This design comes from an exercise in tuning for small area and a short achievable clock period on the open sky130 flow, not from production work. At most, simulation tests tie the RTL to the original design; equivalence was not proved. Power is estimated from default activity; no workload was simulated.

==> flow/design.v <==
module fifo_sync #(
  parameter int WIDTH = 32,
  parameter int DEPTH = 16
)(
  input  logic              clk,
  input  logic              rst_n,
  input  logic              in_valid,
  output logic              in_ready,
  input  logic [WIDTH-1:0]  in_data,
  output logic              out_valid,
  input  logic              out_ready,
  output logic [WIDTH-1:0]  out_data,
  output logic              full,
  output logic              empty,
  output logic [$clog2(DEPTH+1)-1:0] count
);
  localparam int CW = $clog2(DEPTH+1);
  localparam int NS = DEPTH - 1;           
  logic [WIDTH-1:0] mem [NS];
  logic [WIDTH-1:0] head;
  logic [NS-1:0]    wsel;                  
  logic             wsel_n0;               
  logic [NS-1:1]    wsel_hi;
  assign wsel = {wsel_hi, ~wsel_n0};
  logic [NS-1:0]    rsel;                  
  logic [CW-1:0]    cnt;
  logic             full_r, vld_r, ge2_r;   
  logic push, pop, ram_push, ram_pop, head_en;
  assign push     = in_valid & ~full_r;
  assign pop      = out_ready & vld_r;
  assign ram_push = push & vld_r & ~(~ge2_r & out_ready);
  assign ram_pop  = out_ready & ge2_r;
  assign head_en  = ~vld_r | out_ready;
  for (genvar g = 0; g < NS; g++) begin : slot
    logic [WIDTH-1:0] q;
    always_ff @(posedge clk) begin
      if (wsel[g]) q <= in_data;
    end
    assign mem[g] = q;
  end
  logic [WIDTH-1:0] head_d;
  logic hsel_in;
  assign hsel_in = ~vld_r | (out_ready & ~ge2_r);
  always_comb begin
    head_d = ({WIDTH{~head_en}} & head) |
             ({WIDTH{hsel_in}} & in_data);
    for (int i = 0; i < NS; i++)
      head_d = head_d | ({WIDTH{out_ready & rsel[i]}} & mem[i]);
  end
  always_ff @(posedge clk) begin
    head <= head_d;
  end
  logic [CW-1:0] cnt_inc, cnt_dec, cnt_d;
  logic          is1, is15, ge3;
  assign cnt_inc = cnt + 1'b1;
  assign cnt_dec = cnt - 1'b1;
  assign is1     = (cnt == 1);
  assign is15    = (cnt == DEPTH - 1);
  assign ge3     = (cnt >= 3);
  logic full_d, vld_d, ge2_d;
  always_comb begin
    cnt_d  = cnt;
    full_d = full_r;
    vld_d  = vld_r;
    ge2_d  = ge2_r;
    if (push & ~pop) begin
      cnt_d  = cnt_inc;
      full_d = is15;
      vld_d  = 1'b1;
      ge2_d  = vld_r;
    end else if (pop & ~push) begin
      cnt_d  = cnt_dec;
      full_d = 1'b0;
      vld_d  = ~is1;
      ge2_d  = ge3;
    end
  end
  logic vld_o, nvld_o, full_o, nfull_o;
  always_ff @(posedge clk or negedge rst_n) begin
    if (!rst_n) begin
      vld_o   <= 1'b0;
      nvld_o  <= 1'b0;
      full_o  <= 1'b0;
      nfull_o <= 1'b0;
    end else begin
      vld_o   <= push | (vld_r & ~(pop & is1));
      nvld_o  <= push ? 1'b1 : (pop ? ~is1 : vld_r);
      full_o  <= ~pop & (full_r | (push & is15));
      nfull_o <= pop ? 1'b0 : (push ? is15 : full_r);
    end
  end
  always_ff @(posedge clk or negedge rst_n) begin
    if (!rst_n) begin
      cnt    <= '0;
      full_r <= 1'b0;
      vld_r  <= 1'b0;
      ge2_r  <= 1'b0;
    end else begin
      cnt    <= cnt_d;
      full_r <= full_d;
      vld_r  <= vld_d;
      ge2_r  <= ge2_d;
    end
  end
  logic [NS-1:0] wcur, wnext, rcur, rnext;
  assign wcur  = full_r ? rsel : wsel;
  assign wnext = (ram_push ? {wcur[NS-2:0], wcur[NS-1]} : wcur) & {NS{~full_d}};
  assign rcur  = ge2_r ? rsel : wsel;
  assign rnext = (ram_pop ? {rcur[NS-2:0], rcur[NS-1]} : rcur) & {NS{ge2_d}};
  always_ff @(posedge clk or negedge rst_n) begin
    if (!rst_n) begin
      wsel_n0 <= 1'b0;
      wsel_hi <= '0;
      rsel    <= '0;
    end else begin
      rsel    <= rnext;
      wsel_n0 <= ~wnext[0];
      wsel_hi <= wnext[NS-1:1];
    end
  end
  logic [CW-1:0] cnt_o;
  logic          up, dn;
  assign up = push & ~pop;
  assign dn = pop & ~push;
  always_ff @(posedge clk or negedge rst_n) begin
    if (!rst_n) cnt_o <= '0;
    else        cnt_o <= cnt + {{(CW-1){dn}}, up | dn};
  end
  assign out_data  = head;
  assign count     = cnt_o;
  assign full      = full_o;
  assign empty     = ~nvld_o;
  assign in_ready  = ~nfull_o;
  assign out_valid = vld_o;
endmodule
Settings: LEC_CHECK=0, CAP_MARGIN=20, CORE_MARGIN=2, CORE_UTILIZATION=55, CTS_CLUSTER_DIAMETER=100, CTS_CLUSTER_SIZE=24, SETUP_SLACK_MARGIN=1.9, SLEW_MARGIN=20; clock period 3.8 ns.
run.sh (not shown) runs the stock make flow with config.mk's settings and CLKGATE_MAP_FILE= SYNTH_SCRIPT=/design/flow/synth_recipe.tcl, a recipe that flattens the netlist after the stock synthesis.
Then changed:
--- a/flow/design.v
+++ b/flow/design.v
@@ -21,35 +21,49 @@
   logic [NS-1:0]    wsel;                  
   logic             wsel_n0;               
   logic [NS-1:1]    wsel_hi;
   assign wsel = {wsel_hi, ~wsel_n0};
-  logic [NS-1:0]    rsel;                  
+  logic [NS-1:0]    roh;                   
+  logic             roh_n0;                
+  logic [NS-1:1]    roh_hi;
+  assign roh = {roh_hi, ~roh_n0};
   logic [CW-1:0]    cnt;
   logic             full_r, vld_r, ge2_r;   
   logic push, pop, ram_push, ram_pop, head_en;
   assign push     = in_valid & ~full_r;
   assign pop      = out_ready & vld_r;
   assign ram_push = push & vld_r & ~(~ge2_r & out_ready);
   assign ram_pop  = out_ready & ge2_r;
   assign head_en  = ~vld_r | out_ready;
+  logic [NS-1:0] rsel;
+  assign rsel = roh & {NS{ge2_r}};
   for (genvar g = 0; g < NS; g++) begin : slot
     logic [WIDTH-1:0] q;
     always_ff @(posedge clk) begin
       if (wsel[g]) q <= in_data;
     end
     assign mem[g] = q;
   end
   logic [WIDTH-1:0] head_d;
-  logic hsel_in;
-  assign hsel_in = ~vld_r | (out_ready & ~ge2_r);
   always_comb begin
     head_d = ({WIDTH{~head_en}} & head) |
-             ({WIDTH{hsel_in}} & in_data);
+             ({WIDTH{head_en & ~ge2_r}} & in_data);
     for (int i = 0; i < NS; i++)
-      head_d = head_d | ({WIDTH{out_ready & rsel[i]}} & mem[i]);
+      head_d = head_d | ({WIDTH{head_en & rsel[i]}} & mem[i]);
   end
   always_ff @(posedge clk) begin
     head <= head_d;
+  end
+  always_ff @(posedge clk or negedge rst_n) begin
+    if (!rst_n) begin
+      roh_n0 <= 1'b0;
+      roh_hi <= '0;
+    end else begin
+      if (ram_pop) begin
+        roh_n0 <= ~roh[NS-1];
+        roh_hi <= roh[NS-2:0];
+      end
+    end
   end
   logic [CW-1:0] cnt_inc, cnt_dec, cnt_d;
   logic          is1, is15, ge3;
   assign cnt_inc = cnt + 1'b1;
@@ -101,20 +115,16 @@
       vld_r  <= vld_d;
       ge2_r  <= ge2_d;
     end
   end
-  logic [NS-1:0] wcur, wnext, rcur, rnext;
-  assign wcur  = full_r ? rsel : wsel;
+  logic [NS-1:0] wcur, wnext;
+  assign wcur  = full_r ? roh : wsel;
   assign wnext = (ram_push ? {wcur[NS-2:0], wcur[NS-1]} : wcur) & {NS{~full_d}};
-  assign rcur  = ge2_r ? rsel : wsel;
-  assign rnext = (ram_pop ? {rcur[NS-2:0], rcur[NS-1]} : rcur) & {NS{ge2_d}};
   always_ff @(posedge clk or negedge rst_n) begin
     if (!rst_n) begin
       wsel_n0 <= 1'b0;
       wsel_hi <= '0;
-      rsel    <= '0;
     end else begin
-      rsel    <= rnext;
       wsel_n0 <= ~wnext[0];
       wsel_hi <= wnext[NS-1:1];
     end
   end
Power shrinks by a few percent.
Global-route usage went down by 1.0 points.
Fmax climbs by a few percent.
First-iteration DRC count fell by a few percent.
Area after synthesis fell slightly.
Worst setup slack is better by 47 ps.
The RTL of the first run of this note was laid out without a check of its function.


fifo_sync with an RTL version that a note above also has.
Size in the first run: about 560 flip-flops, roughly 77 I/O pins.
==> module fifo_sync, before the edit <==
module fifo_sync #(
  parameter int WIDTH = 32,
  parameter int DEPTH = 16
)(
  input  logic              clk,
  input  logic              rst_n,
  input  logic              in_valid,
  output logic              in_ready,
  input  logic [WIDTH-1:0]  in_data,
  output logic              out_valid,
  input  logic              out_ready,
  output logic [WIDTH-1:0]  out_data,
  output logic              full,
  output logic              empty,
  output logic [$clog2(DEPTH+1)-1:0] count
);
  localparam int CW = $clog2(DEPTH+1);
  localparam int NS = DEPTH - 1;           
  logic [WIDTH-1:0] mem [NS];
  logic [WIDTH-1:0] head;
  logic [NS-1:0]    wsel;                  
  logic             wsel_n0;               
  logic [NS-1:1]    wsel_hi;
  assign wsel = {wsel_hi, ~wsel_n0};
  logic [NS-1:0]    roh;                   
  logic             roh_n0;                
  logic [NS-1:1]    roh_hi;
  assign roh = {roh_hi, ~roh_n0};
  logic [CW-1:0]    cnt;
  logic             full_r, vld_r, ge2_r;   
  logic push, pop, ram_push, ram_pop, head_en;
  assign push     = in_valid & ~full_r;
  assign pop      = out_ready & vld_r;
  assign ram_push = push & vld_r & ~(~ge2_r & out_ready);
  assign ram_pop  = out_ready & ge2_r;
  assign head_en  = ~vld_r | out_ready;
  logic [NS-1:0] rsel;
  assign rsel = roh & {NS{ge2_r}};
  for (genvar g = 0; g < NS; g++) begin : slot
    logic [WIDTH-1:0] q;
    always_ff @(posedge clk) begin
      if (wsel[g]) q <= in_data;
    end
    assign mem[g] = q;
  end
  logic [WIDTH-1:0] head_d;
  always_comb begin
    head_d = ({WIDTH{~head_en}} & head) |
             ({WIDTH{head_en & ~ge2_r}} & in_data);
    for (int i = 0; i < NS; i++)
      head_d = head_d | ({WIDTH{head_en & rsel[i]}} & mem[i]);
  end
  always_ff @(posedge clk) begin
    head <= head_d;
  end
  always_ff @(posedge clk or negedge rst_n) begin
    if (!rst_n) begin
      roh_n0 <= 1'b0;
      roh_hi <= '0;
    end else begin
      if (ram_pop) begin
        roh_n0 <= ~roh[NS-1];
        roh_hi <= roh[NS-2:0];
      end
    end
  end
  logic [CW-1:0] cnt_inc, cnt_dec, cnt_d;
  logic          is1, is15, ge3;
  assign cnt_inc = cnt + 1'b1;
  assign cnt_dec = cnt - 1'b1;
  assign is1     = (cnt == 1);
  assign is15    = (cnt == DEPTH - 1);
  assign ge3     = (cnt >= 3);
  logic full_d, vld_d, ge2_d;
  always_comb begin
    cnt_d  = cnt;
    full_d = full_r;
    vld_d  = vld_r;
    ge2_d  = ge2_r;
    if (push & ~pop) begin
      cnt_d  = cnt_inc;
      full_d = is15;
      vld_d  = 1'b1;
      ge2_d  = vld_r;
    end else if (pop & ~push) begin
      cnt_d  = cnt_dec;
      full_d = 1'b0;
      vld_d  = ~is1;
      ge2_d  = ge3;
    end
  end
  logic vld_o, nvld_o, full_o, nfull_o;
  always_ff @(posedge clk or negedge rst_n) begin
    if (!rst_n) begin
      vld_o   <= 1'b0;
      nvld_o  <= 1'b0;
      full_o  <= 1'b0;
      nfull_o <= 1'b0;
    end else begin
      vld_o   <= push | (vld_r & ~(pop & is1));
      nvld_o  <= push ? 1'b1 : (pop ? ~is1 : vld_r);
      full_o  <= ~pop & (full_r | (push & is15));
      nfull_o <= pop ? 1'b0 : (push ? is15 : full_r);
    end
  end
  always_ff @(posedge clk or negedge rst_n) begin
    if (!rst_n) begin
      cnt    <= '0;
      full_r <= 1'b0;
      vld_r  <= 1'b0;
      ge2_r  <= 1'b0;
    end else begin
      cnt    <= cnt_d;
      full_r <= full_d;
      vld_r  <= vld_d;
      ge2_r  <= ge2_d;
    end
  end
  logic [NS-1:0] wcur, wnext;
  assign wcur  = full_r ? roh : wsel;
  assign wnext = (ram_push ? {wcur[NS-2:0], wcur[NS-1]} : wcur) & {NS{~full_d}};
  always_ff @(posedge clk or negedge rst_n) begin
    if (!rst_n) begin
      wsel_n0 <= 1'b0;
      wsel_hi <= '0;
    end else begin
      wsel_n0 <= ~wnext[0];
      wsel_hi <= wnext[NS-1:1];
    end
  end
  logic [CW-1:0] cnt_o;
  logic          up, dn;
  assign up = push & ~pop;
  assign dn = pop & ~push;
  always_ff @(posedge clk or negedge rst_n) begin
    if (!rst_n) cnt_o <= '0;
    else        cnt_o <= cnt + {{(CW-1){dn}}, up | dn};
  end
  assign out_data  = head;
  assign count     = cnt_o;
  assign full      = full_o;
  assign empty     = ~nvld_o;
  assign in_ready  = ~nfull_o;
  assign out_valid = vld_o;
endmodule
Settings: LEC_CHECK=0, CAP_MARGIN=20, CORE_MARGIN=2, CORE_UTILIZATION=62, CTS_CLUSTER_DIAMETER=100, CTS_CLUSTER_SIZE=28, SETUP_SLACK_MARGIN=1.95, SLEW_MARGIN=20; clock period 3.8 ns.
standard.sh (not shown) runs the stock make flow with config.mk's settings and CLKGATE_MAP_FILE= SYNTH_SCRIPT=/design/flow/synth_recipe.tcl, a recipe that flattens the netlist after the stock synthesis.
==> flow/flow/run.sh <==
#!/bin/bash
# The standard layout (the standard.sh: standard synthesis and ORFS flow,
# unchanged), except that the port buffers that ORFS inserts before global
# placement are the smallest buffer instead of ORFS's default choice
# (clkdlybuf4s50_1). Repair still resizes them as timing needs.
set -euo pipefail
export BUFFER_PORTS_ARGS="-buffer_cell sky130_fd_sc_hd__buf_1"
bash standard.sh > standard.log 2>&1
Then changed:
--- a/flow/design.v
+++ b/flow/design.v
@@ -128,16 +128,8 @@
       wsel_hi <= wnext[NS-1:1];
     end
   end
-  logic [CW-1:0] cnt_o;
-  logic          up, dn;
-  assign up = push & ~pop;
-  assign dn = pop & ~push;
-  always_ff @(posedge clk or negedge rst_n) begin
-    if (!rst_n) cnt_o <= '0;
-    else        cnt_o <= cnt + {{(CW-1){dn}}, up | dn};
-  end
   assign out_data  = head;
-  assign count     = cnt_o;
+  assign count     = cnt;
   assign full      = full_o;
   assign empty     = ~nvld_o;
   assign in_ready  = ~nfull_o;
Result: Core utilization rises by 0.80 points; count of clock-buffer cells in the layout falls by 1; cell area rises by 0.92%; die area is about the same; combinational power rises by about 2%; power rises by 0.47%; global-route usage falls by 1.3 points; setup slack stays flat; synthesized area stays flat; synthesized cell count falls by 5.2%; wire length falls by 4.0%; worst hold slack got worse by 0.095 ns; sequential power is about the same; sequential cell count falls by 5.
For the second run of this note, only the layout was checked, not whether the RTL still works.


== main ==
RTL: one of the versions met above, not the one the previous note started from.
Size: ~550 flip-flops, roughly 77 I/O pins, ~21,000 sq um of cells after synthesis.
==> module fifo_sync, before the edit <==
module fifo_sync #(
  parameter int WIDTH = 32,
  parameter int DEPTH = 16
)(
  input  logic              clk,
  input  logic              rst_n,
  input  logic              in_valid,
  output logic              in_ready,
  input  logic [WIDTH-1:0]  in_data,
  output logic              out_valid,
  input  logic              out_ready,
  output logic [WIDTH-1:0]  out_data,
  output logic              full,
  output logic              empty,
  output logic [$clog2(DEPTH+1)-1:0] count
);
  localparam int CW = $clog2(DEPTH+1);
  localparam int NS = DEPTH - 1;           
  logic [WIDTH-1:0] mem [NS];
  logic [WIDTH-1:0] head;
  logic [NS-1:0]    wsel;                  
  logic             wsel_n0;               
  logic [NS-1:1]    wsel_hi;
  assign wsel = {wsel_hi, ~wsel_n0};
  logic [NS-1:0]    roh;                   
  logic             roh_n0;                
  logic [NS-1:1]    roh_hi;
  assign roh = {roh_hi, ~roh_n0};
  logic [CW-1:0]    cnt;
  logic             full_r, vld_r, ge2_r;   
  logic push, pop, ram_push, ram_pop, head_en;
  assign push     = in_valid & ~full_r;
  assign pop      = out_ready & vld_r;
  assign ram_push = push & vld_r & ~(~ge2_r & out_ready);
  assign ram_pop  = out_ready & ge2_r;
  assign head_en  = ~vld_r | out_ready;
  logic [NS-1:0] rsel;
  assign rsel = roh & {NS{ge2_r}};
  for (genvar g = 0; g < NS; g++) begin : slot
    logic [WIDTH-1:0] q;
    always_ff @(posedge clk) begin
      if (wsel[g]) q <= in_data;
    end
    assign mem[g] = q;
  end
  logic [WIDTH-1:0] head_d;
  always_comb begin
    head_d = ({WIDTH{~head_en}} & head) |
             ({WIDTH{head_en & ~ge2_r}} & in_data);
    for (int i = 0; i < NS; i++)
      head_d = head_d | ({WIDTH{head_en & rsel[i]}} & mem[i]);
  end
  always_ff @(posedge clk) begin
    head <= head_d;
  end
  always_ff @(posedge clk or negedge rst_n) begin
    if (!rst_n) begin
      roh_n0 <= 1'b0;
      roh_hi <= '0;
    end else begin
      if (ram_pop) begin
        roh_n0 <= ~roh[NS-1];
        roh_hi <= roh[NS-2:0];
      end
    end
  end
  logic [CW-1:0] cnt_inc, cnt_dec, cnt_d;
  logic          is1, is15, ge3;
  assign cnt_inc = cnt + 1'b1;
  assign cnt_dec = cnt - 1'b1;
  assign is1     = (cnt == 1);
  assign is15    = (cnt == DEPTH - 1);
  assign ge3     = (cnt >= 3);
  logic full_d, vld_d, ge2_d;
  always_comb begin
    cnt_d  = cnt;
    full_d = full_r;
    vld_d  = vld_r;
    ge2_d  = ge2_r;
    if (push & ~pop) begin
      cnt_d  = cnt_inc;
      full_d = is15;
      vld_d  = 1'b1;
      ge2_d  = vld_r;
    end else if (pop & ~push) begin
      cnt_d  = cnt_dec;
      full_d = 1'b0;
      vld_d  = ~is1;
      ge2_d  = ge3;
    end
  end
  logic vld_o, nvld_o, full_o, nfull_o;
  always_ff @(posedge clk or negedge rst_n) begin
    if (!rst_n) begin
      vld_o   <= 1'b0;
      nvld_o  <= 1'b0;
      full_o  <= 1'b0;
      nfull_o <= 1'b0;
    end else begin
      vld_o   <= push | (vld_r & ~(pop & is1));
      nvld_o  <= push ? 1'b1 : (pop ? ~is1 : vld_r);
      full_o  <= ~pop & (full_r | (push & is15));
      nfull_o <= pop ? 1'b0 : (push ? is15 : full_r);
    end
  end
  always_ff @(posedge clk or negedge rst_n) begin
    if (!rst_n) begin
      cnt    <= '0;
      full_r <= 1'b0;
      vld_r  <= 1'b0;
      ge2_r  <= 1'b0;
    end else begin
      cnt    <= cnt_d;
      full_r <= full_d;
      vld_r  <= vld_d;
      ge2_r  <= ge2_d;
    end
  end
  logic [NS-1:0] wcur, wnext;
  assign wcur  = full_r ? roh : wsel;
  assign wnext = (ram_push ? {wcur[NS-2:0], wcur[NS-1]} : wcur) & {NS{~full_d}};
  always_ff @(posedge clk or negedge rst_n) begin
    if (!rst_n) begin
      wsel_n0 <= 1'b0;
      wsel_hi <= '0;
    end else begin
      wsel_n0 <= ~wnext[0];
      wsel_hi <= wnext[NS-1:1];
    end
  end
  assign out_data  = head;
  assign count     = cnt;
  assign full      = full_o;
  assign empty     = ~nvld_o;
  assign in_ready  = ~nfull_o;
  assign out_valid = vld_o;
endmodule
make LEC_CHECK=0 CAP_MARGIN=20 CORE_MARGIN=2 CORE_UTILIZATION=55 CTS_CLUSTER_DIAMETER=100 CTS_CLUSTER_SIZE=24 SETUP_SLACK_MARGIN=1.9 SLEW_MARGIN=20 finish   # period 3.8 ns
run.sh (not shown) runs the stock make flow with config.mk's settings and CLKGATE_MAP_FILE= SYNTH_SCRIPT=/design/flow/synth_recipe.tcl, a recipe that flattens the netlist after the stock synthesis.
Stock flow here: none of the scripts above is used.
main finished every stage and its layout cleared the timing, design-rule and antenna checks.
Inputs modified between main and the feature branch:
--- a/flow/design.v
+++ b/flow/design.v
@@ -18,10 +18,10 @@
   localparam int NS = DEPTH - 1;           
   logic [WIDTH-1:0] mem [NS];
   logic [WIDTH-1:0] head;
-  logic [NS-1:0]    wsel;                  
-  logic             wsel_n0;               
-  logic [NS-1:1]    wsel_hi;
-  assign wsel = {wsel_hi, ~wsel_n0};
+  logic [NS-1:0]    woh;                   
+  logic             woh_n0;                
+  logic [NS-1:1]    woh_hi;
+  assign woh = {woh_hi, ~woh_n0};
   logic [NS-1:0]    roh;                   
   logic             roh_n0;                
   logic [NS-1:1]    roh_hi;
@@ -34,7 +34,8 @@
   assign ram_push = push & vld_r & ~(~ge2_r & out_ready);
   assign ram_pop  = out_ready & ge2_r;
   assign head_en  = ~vld_r | out_ready;
-  logic [NS-1:0] rsel;
+  logic [NS-1:0] wsel, rsel;
+  assign wsel = woh & {NS{~full_r}};
   assign rsel = roh & {NS{ge2_r}};
   for (genvar g = 0; g < NS; g++) begin : slot
     logic [WIDTH-1:0] q;
@@ -45,19 +46,24 @@
   end
   logic [WIDTH-1:0] head_d;
   always_comb begin
-    head_d = ({WIDTH{~head_en}} & head) |
-             ({WIDTH{head_en & ~ge2_r}} & in_data);
+    head_d = {WIDTH{~ge2_r}} & in_data;
     for (int i = 0; i < NS; i++)
-      head_d = head_d | ({WIDTH{head_en & rsel[i]}} & mem[i]);
+      head_d = head_d | ({WIDTH{rsel[i]}} & mem[i]);
   end
   always_ff @(posedge clk) begin
-    head <= head_d;
+    if (head_en) head <= head_d;
   end
   always_ff @(posedge clk or negedge rst_n) begin
     if (!rst_n) begin
+      woh_n0 <= 1'b0;
+      woh_hi <= '0;
       roh_n0 <= 1'b0;
       roh_hi <= '0;
     end else begin
+      if (ram_push) begin
+        woh_n0 <= ~woh[NS-1];
+        woh_hi <= woh[NS-2:0];
+      end
       if (ram_pop) begin
         roh_n0 <= ~roh[NS-1];
         roh_hi <= roh[NS-2:0];
@@ -89,20 +95,6 @@
       ge2_d  = ge3;
     end
   end
-  logic vld_o, nvld_o, full_o, nfull_o;
-  always_ff @(posedge clk or negedge rst_n) begin
-    if (!rst_n) begin
-      vld_o   <= 1'b0;
-      nvld_o  <= 1'b0;
-      full_o  <= 1'b0;
-      nfull_o <= 1'b0;
-    end else begin
-      vld_o   <= push | (vld_r & ~(pop & is1));
-      nvld_o  <= push ? 1'b1 : (pop ? ~is1 : vld_r);
-      full_o  <= ~pop & (full_r | (push & is15));
-      nfull_o <= pop ? 1'b0 : (push ? is15 : full_r);
-    end
-  end
   always_ff @(posedge clk or negedge rst_n) begin
     if (!rst_n) begin
       cnt    <= '0;
@@ -116,22 +108,10 @@
       ge2_r  <= ge2_d;
     end
   end
-  logic [NS-1:0] wcur, wnext;
-  assign wcur  = full_r ? roh : wsel;
-  assign wnext = (ram_push ? {wcur[NS-2:0], wcur[NS-1]} : wcur) & {NS{~full_d}};
-  always_ff @(posedge clk or negedge rst_n) begin
-    if (!rst_n) begin
-      wsel_n0 <= 1'b0;
-      wsel_hi <= '0;
-    end else begin
-      wsel_n0 <= ~wnext[0];
-      wsel_hi <= wnext[NS-1:1];
-    end
-  end
   assign out_data  = head;
   assign count     = cnt;
-  assign full      = full_o;
-  assign empty     = ~nvld_o;
-  assign in_ready  = ~nfull_o;
-  assign out_valid = vld_o;
+  assign full      = full_r;
+  assign empty     = ~vld_r;
+  assign in_ready  = ~full_r;
+  assign out_valid = vld_r;
 endmodule
Measured against each other, main and the feature branch differ in post-placement cell count, the lower figure coming from the feature branch.
Worst setup slack after layout | the feature branch below main
Going from main to the feature branch, global-route wire length before repair shrinks by about 1.8%.
Post-synthesis net count (the feature branch over main): decrease, 83
Sequential share of cell area in the feature branch is 1.1 points higher than in main
Between the feature branch and main, the relative area of clock buffers and inverters in the final design figures differ only marginally.
Changes observed in the feature branch relative to main: total routing usage reported by global routing level, clock-pin slew on the worst setup and hold paths closely matched the old numbers, clock skew down 0.013 ns, power dissipated in combinational cells now sits lower, switching power share of the total has decreased.
No functional check of the RTL was part of any run of this note.

afterwards: timing with drivers on the ports:
Ports are ideal in the flow. The routed layouts listed here were re-timed in OpenROAD. Step 1 (the two cells are an assumption about what drives the block):
set clk [get_ports {clk}]
set_driving_cell -lib_cell sky130_fd_sc_hd__clkbuf_16 $clk
set_driving_cell -lib_cell sky130_fd_sc_hd__buf_2 [delete_from_list [all_inputs] $clk]
Step 2, shift: input delay + t, output delay - t, t = (earliest + latest rising clock arrival at the registers) / 2. This alone moves slack from input paths to output paths. Three values: no drivers, after step 1, after step 2; two values: the first two.
run | t (ns) | slack for setup (ns) | hold WS [ns]
the first run of note 1 | 0.639 | 1.877 / 1.820 / 1.310 | 0.169 / 0.140 / 0.478
the second run of note 1 | 0.626 | 1.923 / 1.870 / 1.383 | 0.184 / 0.153 / 0.469
the first run of note 2 | 0.611 | 1.921 / 1.867 / 1.410 | 0.280 / 0.250 / 0.464
the second run of note 2 | 0.611 | 1.920 / 1.867 / 1.429 | 0.185 / 0.155 / 0.490
main | 0.615 | 1.914 / 1.860 / 1.353 | 0.335 / 0.304 / 0.484
the feature branch | 0.623 | 1.793 / 1.736 / 1.420 | 0.326 / 0.295 / 0.489
After both steps every run listed still meets setup and hold. For the first run of note 1, which loses most, drivers alone change the setup slack by -0.057 ns; drivers and shift together by -0.567 ns.
